This design comes from an exercise in tuning for small area, a short achievable clock period and few clock cycles per item on the open sky130 flow, not from production work.

==> 01-25 <==
==> flow/design.v (excerpt) <==
module complex_multiplier
#(
    parameter INTEGER_WIDTH = 3,
    parameter FRACTIONAL_WIDTH = 13
)
(
    input  wire                                          clk,
    input  wire                                          rst_n,
    input  wire                                          input_a_tvalid,
    output wire                                          input_a_tready,
    input  wire [2*(INTEGER_WIDTH+FRACTIONAL_WIDTH)-1:0] input_a_tdata,
    input  wire                                          input_b_tvalid,
    output wire                                          input_b_tready,
    input  wire [2*(INTEGER_WIDTH+FRACTIONAL_WIDTH)-1:0] input_b_tdata,
    output reg                                           output_prod_tvalid,
    input  wire                                          output_prod_tready,
    output wire [2*(INTEGER_WIDTH+FRACTIONAL_WIDTH)-1:0] output_prod_tdata
);
    reg         v0;
    reg  [15:0] ar, ai, br, bi;
    reg  [15:0] rr1, rr2, ri1, ri2;
    wire en1 = ~output_prod_tvalid | output_prod_tready;
    wire en0 = ~v0 | en1;
    assign input_a_tready = en0;
    assign input_b_tready = en0;
    always @(posedge clk) begin
        if (!rst_n) begin
            v0 <= 1'b0;
            output_prod_tvalid <= 1'b0;
        end else begin
            if (en0) v0 <= input_a_tvalid & input_b_tvalid;
            if (en1) output_prod_tvalid <= v0;
        end
    end
    wire [15:0] m_rr1, m_rr2, m_ri1, m_ri2;
    cm_mul mul_rr1 (.x(ar), .y(br), .p(m_rr1));
    cm_mul mul_rr2 (.x(ai), .y(bi), .p(m_rr2));
    cm_mul mul_ri1 (.x(ar), .y(bi), .p(m_ri1));
    cm_mul mul_ri2 (.x(ai), .y(br), .p(m_ri2));
    always @(posedge clk) begin
        if (en0) begin
            ar <= input_a_tdata[15:0];
            ai <= input_a_tdata[31:16];
            br <= input_b_tdata[15:0];
            bi <= input_b_tdata[31:16];
        end
        if (en1) begin
            rr1 <= m_rr1;
            rr2 <= m_rr2;
            ri1 <= m_ri1;
            ri2 <= m_ri2;
        end
    end
    wire [15:0] prod_real = rr1 - rr2;
    wire [15:0] prod_imag = ri1 + ri2;
    assign output_prod_tdata = {prod_imag, prod_real};
endmodule
clock: 10.0 ns
lec_check: 0
abc_clock_period_in_ps: 4000
cap_margin: 20
core_margin: 2
core_utilization: 40
setup_slack_margin: 3
slew_margin: 20
synth_hierarchical: 1
synth_minimum_keep_size: 0
run.sh (not shown) runs the stock make flow with config.mk's settings and CLKGATE_MAP_FILE= SYNTH_SCRIPT=/design/flow/synth_recipe.tcl, a recipe that flattens the netlist after the stock synthesis.
==> 06-27 (differences from 01-25) <==
--- a/flow/design.v
+++ b/flow/design.v
@@ -1,10 +1,11 @@
 `default_nettype none
 `timescale 1ns / 1ps
-module cm_mul (input wire [15:0] x, input wire [15:0] y, output wire [15:0] p);
+module cm_mul (input wire [15:0] x, input wire [15:0] y,
+               output wire [14:0] a, output wire [14:0] b, output wire cl, output wire sgn);
     wire one0, two0, neg0;
     wire pp0_0;
     wire pp0_1;
     wire pp0_2;
     wire pp0_3;
     wire pp0_4;
     wire pp0_5;
@@ -644,17 +645,19 @@
     cm_fa u_s213 (.a(s161), .b(c116), .ci(c160), .s(s213), .co(c214));
     cm_fa u_s215 (.a(s163), .b(c118), .ci(c162), .s(s215), .co(c216));
     cm_fa u_s217 (.a(s165), .b(c120), .ci(c164), .s(s217), .co(c218));
     assign s219 = ~(s167 ^ c166);
     assign c220 = s167 | c166;
     wire [27:0] ra = {s219, s217, s215, s213, s211, s209, s207, s205, s203, s201, s199, s197, s195, s193, s191, s189, s187, s185, s183, s181, s179, s177, s175, s173, s171, s169, pp0_1, pp0_0};
     wire [27:0] rb = {c218, c216, c214, c212, c210, c208, c206, c204, c202, c200, c198, c196, c194, c192, c190, c188, c186, c184, c182, c180, c178, c176, c174, c172, c170, neg1, 1'b0, neg0};
-    wire [27:0] sum = ra + rb;
-    wire sgn = (x[15] ^ y[15]) & (|x) & (|y);
-    assign p = {sgn, sum[27:13]};
+    wire [13:0] lo = ra[12:0] + rb[12:0];
+    assign cl = lo[13];
+    assign a = ra[27:13];
+    assign b = rb[27:13];
+    assign sgn = (x[15] ^ y[15]) & (|x) & (|y);
 endmodule
 module cm_fa (input wire a, input wire b, input wire ci, output wire s, output wire co);
     assign s = a ^ b ^ ci;
     assign co = (a & b) | (a & ci) | (b & ci);
 endmodule
 module cm_ha (input wire a, input wire b, output wire s, output wire co);
     assign s = a ^ b;
@@ -679,46 +682,78 @@
     input  wire                                          input_b_tvalid,
     output wire                                          input_b_tready,
     input  wire [2*(INTEGER_WIDTH+FRACTIONAL_WIDTH)-1:0] input_b_tdata,
     output reg                                           output_prod_tvalid,
     input  wire                                          output_prod_tready,
     output wire [2*(INTEGER_WIDTH+FRACTIONAL_WIDTH)-1:0] output_prod_tdata
 );
-    reg         v0;
+    reg         v0, v1, q1v;
     reg  [15:0] ar, ai, br, bi;
-    reg  [15:0] rr1, rr2, ri1, ri2;
-    wire en1 = ~output_prod_tvalid | output_prod_tready;
-    wire en0 = ~v0 | en1;
-    assign input_a_tready = en0;
-    assign input_b_tready = en0;
+    reg  [31:0] q0, q1;
+    wire take = output_prod_tready;                     
+    wire en1  = ~v1 | ~q1v | take;                      
+    wire en0  = ~v0 | en1;
+    wire rdy  = ~(v0 & v1 & q1v);
+    assign input_a_tready = rdy;
+    assign input_b_tready = rdy;
+    assign output_prod_tdata = q0;
+    wire fire = input_a_tvalid & input_b_tvalid & rdy;
+    wire mv1  = v1 & en1;                               
     always @(posedge clk) begin
         if (!rst_n) begin
             v0 <= 1'b0;
+            v1 <= 1'b0;
             output_prod_tvalid <= 1'b0;
+            q1v <= 1'b0;
         end else begin
-            if (en0) v0 <= input_a_tvalid & input_b_tvalid;
-            if (en1) output_prod_tvalid <= v0;
+            if (en0) v0 <= fire;
+            if (en1) v1 <= v0;
+            if (~output_prod_tvalid | take)
+                output_prod_tvalid <= q1v | mv1;
+            if (q1v) begin
+                if (take) q1v <= mv1;
+            end else begin
+                q1v <= mv1 & output_prod_tvalid & ~take;
+            end
         end
     end
-    wire [15:0] m_rr1, m_rr2, m_ri1, m_ri2;
-    cm_mul mul_rr1 (.x(ar), .y(br), .p(m_rr1));
-    cm_mul mul_rr2 (.x(ai), .y(bi), .p(m_rr2));
-    cm_mul mul_ri1 (.x(ar), .y(bi), .p(m_ri1));
-    cm_mul mul_ri2 (.x(ai), .y(br), .p(m_ri2));
+    wire [14:0] m_a0, m_a1, m_a2, m_a3;
+    wire [14:0] m_b0, m_b1, m_b2, m_b3;
+    wire [3:0]  m_c, m_s;
+    reg  [14:0] c_a0, c_a1, c_a2, c_a3;
+    reg  [14:0] c_b0, c_b1, c_b2, c_b3;
+    reg  [3:0]  c_c, c_s;
+    cm_mul mul_rr1 (.x(ar), .y(br), .a(m_a0), .b(m_b0), .cl(m_c[0]), .sgn(m_s[0]));
+    cm_mul mul_rr2 (.x(ai), .y(bi), .a(m_a1), .b(m_b1), .cl(m_c[1]), .sgn(m_s[1]));
+    cm_mul mul_ri1 (.x(ar), .y(bi), .a(m_a2), .b(m_b2), .cl(m_c[2]), .sgn(m_s[2]));
+    cm_mul mul_ri2 (.x(ai), .y(br), .a(m_a3), .b(m_b3), .cl(m_c[3]), .sgn(m_s[3]));
+    wire [14:0] h0 = c_a0 + c_b0 + c_c[0];
+    wire [14:0] h1 = c_a1 + c_b1 + c_c[1];
+    wire [14:0] h2 = c_a2 + c_b2 + c_c[2];
+    wire [14:0] h3 = c_a3 + c_b3 + c_c[3];
+    wire [15:0] prod_real = {c_s[0], h0} - {c_s[1], h1};
+    wire [15:0] prod_imag = {c_s[2], h2} + {c_s[3], h3};
     always @(posedge clk) begin
         if (en0) begin
             ar <= input_a_tdata[15:0];
             ai <= input_a_tdata[31:16];
             br <= input_b_tdata[15:0];
             bi <= input_b_tdata[31:16];
         end
         if (en1) begin
-            rr1 <= m_rr1;
-            rr2 <= m_rr2;
-            ri1 <= m_ri1;
-            ri2 <= m_ri2;
+            c_a0 <= m_a0;
+            c_a1 <= m_a1;
+            c_a2 <= m_a2;
+            c_a3 <= m_a3;
+            c_b0 <= m_b0;
+            c_b1 <= m_b1;
+            c_b2 <= m_b2;
+            c_b3 <= m_b3;
+            c_c <= m_c;
+            c_s <= m_s;
         end
+        if (~output_prod_tvalid | take)
+            q0 <= q1v ? q1 : {prod_imag, prod_real};
+        if (~q1v | take)
+            q1 <= {prod_imag, prod_real};
     end
-    wire [15:0] prod_real = rr1 - rr2;
-    wire [15:0] prod_imag = ri1 + ri2;
-    assign output_prod_tdata = {prod_imag, prod_real};
 endmodule
==> flow/config.mk (replaced) <==
export PLATFORM = sky130hd
export DESIGN_NAME = complex_multiplier
export DESIGN_NICKNAME = complex_multiplier
export VERILOG_FILES = /design/flow/design.v
export SDC_FILE = /design/flow/constraint.sdc
export NUM_CORES = 4
export LEC_CHECK = 0
export CAP_MARGIN = 20
export CORE_MARGIN = 2
export CORE_UTILIZATION = 40
export SETUP_SLACK_MARGIN = 5
export SLEW_MARGIN = 20
export SYNTH_HIERARCHICAL = 1
export SYNTH_MINIMUM_KEEP_SIZE = 0
==> results.txt <==
- Sequential cell count: 01-25 is lower than 06-27 (130).
- Of 06-27 and 01-25, 01-25 has the higher critical path depth (gap 4).
- Of 06-27 and 01-25, 06-27 has the higher sequential share of layout area (gap 8.6 points).
- Between 01-25 and 06-27, the lower final area is in 01-25 (gap about 11%, measured against 06-27).
- Register-to-register slack: 06-27 is higher than 01-25 (1800 ps).
- Utilization: 01-25 is higher than 06-27 (0.68 points).
- In 06-27 the hold slack is worse than in 01-25, by 53 ps.
- Of 01-25 and 06-27, 06-27 has the higher die area (gap 13%, measured against 06-27).
- In 06-27 the clock skew is higher than in 01-25, by 39 ps.
Function was not checked in any run of this note: the RTL went through the layout flow alone.

[re-timing with driven ports]
Ports are ideal in the flow. The routed layouts listed here were re-timed in OpenROAD.
Step 1, drivers: a clkbuf_16 drives clk and a buf_2 each remaining input, both assumed.
Step 2 times the ports against the registers' clock, not the clock port: input delays grow and output delays shrink by t, the midpoint of the rising clock arrivals with the driver on.
a / b / c = no drivers / after step 1 / after step 2; a / b = the first two.
run	t, ns	setup WS [ns]	hold WS [ns]	clock arrival spread, ns
01-25	0.551	3.390 / 3.390 / 3.390	0.531 / 0.531 / 0.531	0.021 / 0.020
06-27	0.627	5.183 / 5.183 / 5.183	0.479 / 0.479 / 0.479	0.065 / 0.065
After both steps setup and hold are still met in every run listed.
